Context: an optimization exercise on an open-source flow, tuned for small area and a short achievable clock period. The choices shown serve that exercise and are no tape-out recipe.
The RTL was checked by simulation tests, not by an equivalence proof against the original design.
Power is estimated from default activity; no workload was simulated.

== exp/tundra ==
==> flow/design.v (excerpt) <==
module pipeline_processor(clk,reset,DMEM_BUS_OUT,DMEM_BUS_IN,IMEM_BUS_OUT,IMEM_BUS_IN);
    input clk,reset;
    input [0:31] DMEM_BUS_IN;
    input [0:31] IMEM_BUS_IN;
    output [0:66] DMEM_BUS_OUT;
    output [0:31] IMEM_BUS_OUT;
    wire stall;              
    wire ls;                 
    reg  [0:31] pc;
    reg  [0:31] d_ir;            
    reg         d_kill;          
    reg  [0:31] e_ra, e_rb, e_f1;
    reg  [0:25] e_imm;
    reg  [0:4]  e_dest;
    reg  [0:1]  e_dsize;
    reg         e_regwrite, e_memtoreg, e_memwrite, e_jump, e_branch, e_mul, e_fpregwrite;
    reg         e_loadsign, e_bz, e_movi2fp, e_lhi, e_extop;
    reg         e_a_m, e_a_w, e_a_r, e_a_i;         
    reg         e_b_m, e_b_w, e_b_r, e_b_i;         
    reg         e_s_m, e_s_r;                       
    reg         e_r_sum, e_r_and, e_r_or, e_r_xor, e_r_sl, e_r_sr, e_r_npc, e_r_f1;
    reg         e_r_lt, e_r_le, e_r_gt, e_r_ge, e_r_eq, e_r_ne;
    reg         e_sub, e_arith;
    reg  [0:31] m_alu, m_memval, m_la;
    reg  [0:4]  m_rd, m_fd;
    reg  [0:1]  m_dsize;
    reg         m_regwrite, m_memwrite, m_leap, m_fpregwrite, m_mul;
    reg         m_v_alu, m_v_w, m_v_h, m_v_b, m_v_hx, m_v_bx;    
    reg  [0:31] w_val;
    reg  [0:63] w_fbus;
    reg  [0:4]  w_rd, w_fd;
    reg         w_regwrite, w_fpregwrite, w_mul;
    wire [0:31] pc4 = pc + 32'd4;
    assign IMEM_BUS_OUT = pc;
    always @(posedge clk) begin
        if (~reset)
            pc <= 32'd0;
        else if (~ls & ~stall)
            pc <= m_leap ? m_la : pc4;
    end
    always @(posedge clk) begin
        if (~reset)
            d_kill <= 1'b1;
        else if (~stall)
            d_kill <= m_leap | ls;
    end
    always @(posedge clk) begin
        if (~stall) begin
            d_ir  <= IMEM_BUS_IN;
        end
    end
    wire [0:31] d_ins = d_ir & {32{~d_kill}};
    wire [0:4] d_rs1 = d_ir[6:10];
    wire [0:4] d_rs2 = d_ir[11:15];
    wire [0:4] d_rdf = d_ir[16:20];
    wire c_pctoreg, c_regtopc, c_jump, c_branch, c_bz, c_rtype, c_regwrite;
    wire c_memtoreg, c_memwrite, c_loadsign, c_mul, c_extop, c_lhi, c_jnr;
    wire c_fprtype, c_fpregwrite, c_movfp2i, c_movi2fp;
    wire [0:1] c_dsize;
    wire [0:3] c_aluc;
    control CTRL(
        .instruction(d_ins),
  ...
Size: roughly 11000 cells after synthesis, ~170 I/O pins.
export LEC_CHECK = 0
export CAP_MARGIN = 20
export CORE_MARGIN = 2
export CORE_UTILIZATION = 50
export CTS_CLUSTER_DIAMETER = 100
export CTS_CLUSTER_SIZE = 25
export SLEW_MARGIN = 20
create_clock -name core_clock -period 18.0 [get_ports {clk}]
standard.sh (not shown) runs the stock make flow with config.mk's settings and CLKGATE_MAP_FILE= SYNTH_SCRIPT=/design/flow/synth_recipe.tcl, a recipe that flattens the netlist after the stock synthesis.
==> flow/flow/run.sh <==
#!/bin/bash
set -euo pipefail
export SETUP_SLACK_MARGIN=13.3
bash standard.sh > standard_flow.log 2>&1
exp/tundra: full flow OK, the timing, design-rule and antenna checks passed
[inputs] exp/delta vs exp/tundra
==> flow/flow/run.sh <==
#!/bin/bash
set -euo pipefail
export SETUP_SLACK_MARGIN=13.0
bash standard.sh > standard_flow.log 2>&1
### Flow results
- Every stage of the flow completed for exp/delta, and the final layout passed the timing, design-rule and antenna checks.
- The arrival time of the worst setup path of exp/delta is higher than that of exp/tundra.
- Lower pre-CTS setup slack among exp/tundra and exp/delta: exp/tundra
- Of the two values seen for critical path capture point, e_rb[12]$_DFFE_PN_ was produced by exp/delta and IMEM_BUS_OUT[18] by exp/tundra.
- exp/delta vs exp/tundra: routability congestion estimate from global placement down by a few percent
- exp/delta ends up with a logic gate share of total power that is 1.5 points lower than in exp/tundra.
- [exp/delta] cell area fell 1.9% relative to exp/tundra
Inputs modified between exp/delta and exp/umber:
Settings: changing CORE_UTILIZATION from 50 to 40.
[summary]
The layout from exp/umber, despite a flow that completed every stage, fails the layout checks, with the failing checks listed as slew limit.
Going from exp/delta to exp/umber, final standard cell count with taps included and fillers excluded now larger; design area rose 0.75%; non-clock buffer count level; post-layout minimum cycle time increased 0.24 ns.
Relative to exp/delta, the largest net degree at the start of global routing of exp/umber is higher by about 2%.
exp/umber ends up with a maximum achievable frequency that is about 4.3% lower than in exp/delta.
Delay of the slowest critical-path stage (lower): exp/umber
Between exp/delta and exp/umber, routed length on met1 increased.
From exp/umber to exp/delta, number of buffers inserted by port buffering did not move at all.

## static timing again, ports no longer ideal
Ports are ideal in the flow. The routed layouts listed here were re-timed in OpenROAD.
Step 1: set_driving_cell puts a clkbuf_16 on clk and a buf_2 on each other input, an assumption about the parent block.
Step 2 moves the port delays by t, midway between the first and last clock arrival at a register: inputs arrive t later, outputs are due t later. That takes back most of the time a late clock gives input paths.
Slacks: no drivers / after step 1 / after step 2; pairs: no drivers / after step 1.
| run | t, ns | setup slack, ns | hold WS [ns] | worst slew at a driven data input, ns | cell pins on the clock port's net |
|---|---|---|---|---|---|
| exp/tundra | 1.006 | 12.873 / 12.754 / 12.031 | 0.437 / 0.437 / 0.437 | 0.06 | 1 |
| exp/delta | 0.989 | 12.697 / 12.697 / 11.939 | 0.429 / 0.429 / 0.429 | 0.06 | 1 |
| exp/umber | 1.042 | 12.460 / 12.460 / 12.003 | 0.400 / 0.400 / 0.400 | 0.17 | 1 |
The setup slack of exp/tundra, which loses most, moves by -0.119 ns with the drivers and by -0.842 ns with both steps.
